From an optimization exercise on the open Yosys and OpenROAD flow, aimed at small area; shortcuts taken in it are not production practice. Function was checked by simulation only, so behaviour that the tests miss may differ from the original.

## job 6406
// matched_filter_despreader_sync
module matched_filter_despreader_sync (sample_i, sample_q, input_sample_valid,clk,reset,
										despread_sample_i, despread_sample_q, despread_sample_valid);
input [15:0] sample_i,sample_q;
input input_sample_valid,clk,reset;
output [31:0] despread_sample_i,despread_sample_q;
output despread_sample_valid;
reg s0, s1, s2, s3, vout, en, enn;
reg [4:0] cnt;
always @(posedge clk or posedge reset)
if (reset) begin
	s0 <= 1'b0; s1 <= 1'b0; s2 <= 1'b0; s3 <= 1'b0; vout <= 1'b0;
	en <= 1'b0; enn <= 1'b1;
	cnt <= 5'd0;
end else begin
	s0 <= input_sample_valid; s1 <= s0; s2 <= s1; s3 <= s2; vout <= s3;
	en <= input_sample_valid | s0 | s1 | s2;
	enn <= ~(input_sample_valid | s0 | s1 | s2);
	if (input_sample_valid && cnt != 5'd20) cnt <= cnt + 5'd1;
end
wire v0 = cnt > 5'd0;
wire v1 = cnt > 5'd1;
wire v2 = cnt > 5'd2;
wire v3 = cnt > 5'd3;
wire v4 = cnt > 5'd4;
wire v5 = cnt > 5'd5;
wire v6 = cnt > 5'd6;
wire v7 = cnt > 5'd7;
wire v8 = cnt > 5'd8;
wire v9 = cnt > 5'd9;
wire v10 = cnt > 5'd10;
wire v11 = cnt > 5'd11;
wire v12 = cnt > 5'd12;
wire v13 = cnt > 5'd13;
wire v14 = cnt > 5'd14;
wire v15 = cnt > 5'd15;
wire v16 = cnt > 5'd16;
wire v17 = cnt > 5'd17;
wire v18 = cnt > 5'd18;
wire v19 = cnt > 5'd19;
reg [15:0] ti, tq;
reg [319:0] ci, cq;
wire [15:0] li = {sample_i[3:0], sample_i[7:4], sample_i[11:8], ~sample_i[15], sample_i[14:12]};
wire [15:0] lq = {sample_q[3:0], sample_q[7:4], sample_q[11:8], ~sample_q[15], sample_q[14:12]};
always @(posedge clk) begin
	ci[15:0] <= input_sample_valid ? li : {ci[11:0], ti[3:0]};
	cq[15:0] <= input_sample_valid ? lq : {cq[11:0], tq[3:0]};
	ci[319:16] <= ({304{en}} & ci[315:12]) | ({304{enn}} & ci[319:16]);
	cq[319:16] <= ({304{en}} & cq[315:12]) | ({304{enn}} & cq[319:16]);
end
wire gi0 = ci[12];
wire gi1 = ci[13];
wire gi2 = ci[14];
wire gi3 = ci[15];
wire gi4 = ~ci[12];
wire gi5 = ~ci[13];
wire gi6 = ~ci[14];
wire gi7 = ~ci[15];
wire gi8 = ~(ci[28] & v1);
wire gi9 = ~(ci[29] & v1);
wire gi10 = ~(ci[30] & v1);
wire gi11 = v1 ? ~ci[31] : ~s3;
wire gi12 = ci[44] & v2;
wire gi13 = ci[45] & v2;
wire gi14 = ci[46] & v2;
wire gi15 = v2 ? ci[47] : s3;
wire gi16 = ~(ci[44] & v2);
wire gi17 = ~(ci[45] & v2);
wire gi18 = ~(ci[46] & v2);
wire gi19 = v2 ? ~ci[47] : ~s3;
wire gi20 = ~(ci[60] & v3);
wire gi21 = ~(ci[61] & v3);
wire gi22 = ~(ci[62] & v3);
wire gi23 = v3 ? ~ci[63] : ~s3;
wire gi24 = ~(ci[76] & v4);
  ...
clock: 10.0 ns
lec_check: 0
cap_margin: 20
core_margin: 2
core_utilization: 85
slew_margin: 20
synth_hierarchical: 1
standard.sh (not shown) runs the stock make flow with config.mk's settings and CLKGATE_MAP_FILE= SYNTH_SCRIPT=/design/flow/synth_recipe.tcl, a recipe that flattens the netlist after the stock synthesis.
==> flow/flow/run.sh <==
#!/bin/bash
# Own flow: the standard layout, with a leaner clock tree (no dummy loads,
# clusters of about 14 sinks per clkbuf_8) and the smallest buffer on each port.
# The ORFS output goes to standard.log in this folder.
export CTS_ARGS="-sink_clustering_enable -repair_clock_nets -dont_use_dummy_load -buf_list sky130_fd_sc_hd__clkbuf_8 -sink_clustering_size 14 -sink_clustering_max_diameter 45"
export BUFFER_PORTS_ARGS="-buffer_cell sky130_fd_sc_hd__buf_1"
bash standard.sh > standard.log 2>&1
Job 6406 finished every stage and its layout cleared the timing, design-rule and antenna checks.
diff inputs: job 6406 => job 4091
==> flow/flow/run.sh <==
#!/bin/bash
# Own flow: the standard layout, with a leaner clock tree (no dummy loads,
# clusters of about 16 sinks per clkbuf_8) and the smallest buffer on each port.
# The ORFS output goes to standard.log in this folder.
export CTS_ARGS="-sink_clustering_enable -repair_clock_nets -dont_use_dummy_load -buf_list sky130_fd_sc_hd__clkbuf_8 -sink_clustering_size 16 -sink_clustering_max_diameter 50"
export BUFFER_PORTS_ARGS="-buffer_cell sky130_fd_sc_hd__buf_1"
bash standard.sh > standard.log 2>&1
Results
Status: fraction of cell area in non-clock buffers parity (job 6406, job 4091)
There was hardly any difference in number of standard cells in the final layout excluding fillers between job 4091 and job 6406.
Job 6406 leaves more setup margin than job 4091.
## Diff of input files: job 7152 against job 4091
Settings: a change of CORE_UTILIZATION from 85 to 90.
- Job 7152 ran in full, but the layout does not pass; the checks complain about negative setup slack.
- ~same worst-case reg-to-reg path depth in job 4091 and job 7152
- On share of the clock period used by the worst path: between job 4091 and job 7152, it ends up higher for job 7152.
- In terms of fraction of standard cell area that is sequential, job 7152 and job 4091 differ only marginally.
- Job 7152 vs. job 4091: post-cts repair resize count saw little to no change; first-iteration DRC count saw an increase; met3 routing resource usage after global routing saw an increase; wire length of the first global-routing pass saw an increase.
- Comparing job 4091 against job 7152, there is no change at all in number of sequential cells in the layout.
- Compared job 7152 against job 4091; clock input transition at the sequential cells of the worst setup and hold paths within noise.
- Going from job 4091 to job 7152, number of clock buffers inserted by TritonCTS shrank by a few percent.
- Final critical delay including setup and external delays ends up higher on job 7152.

port drivers added, routing unchanged:
How much do the figures lean on ideal ports? The routed layouts below were timed once more, with nothing changed but the port constraints. Step 1: set_driving_cell puts a clkbuf_16 on clk and a buf_2 on each other input, an assumption about the parent block. Step 2, shift: input delay + t, output delay - t, t = (earliest + latest rising clock arrival at the registers) / 2. This alone moves slack from input paths to output paths. a / b / c = ideal / step 1 / step 2; a / b = the first two.
run	shift t [ns]	setup WS [ns]	latest minus earliest clock arrival (ns)	pins driven straight from the clock port
job 6406	0.710	0.565 / 0.565 / 0.565	0.075 / 0.076	1
job 4091	0.705	0.440 / 0.440 / 0.440	0.068 / 0.068	1
job 7152	0.716	-0.005 / -0.005 / -0.005	0.070 / 0.070	1
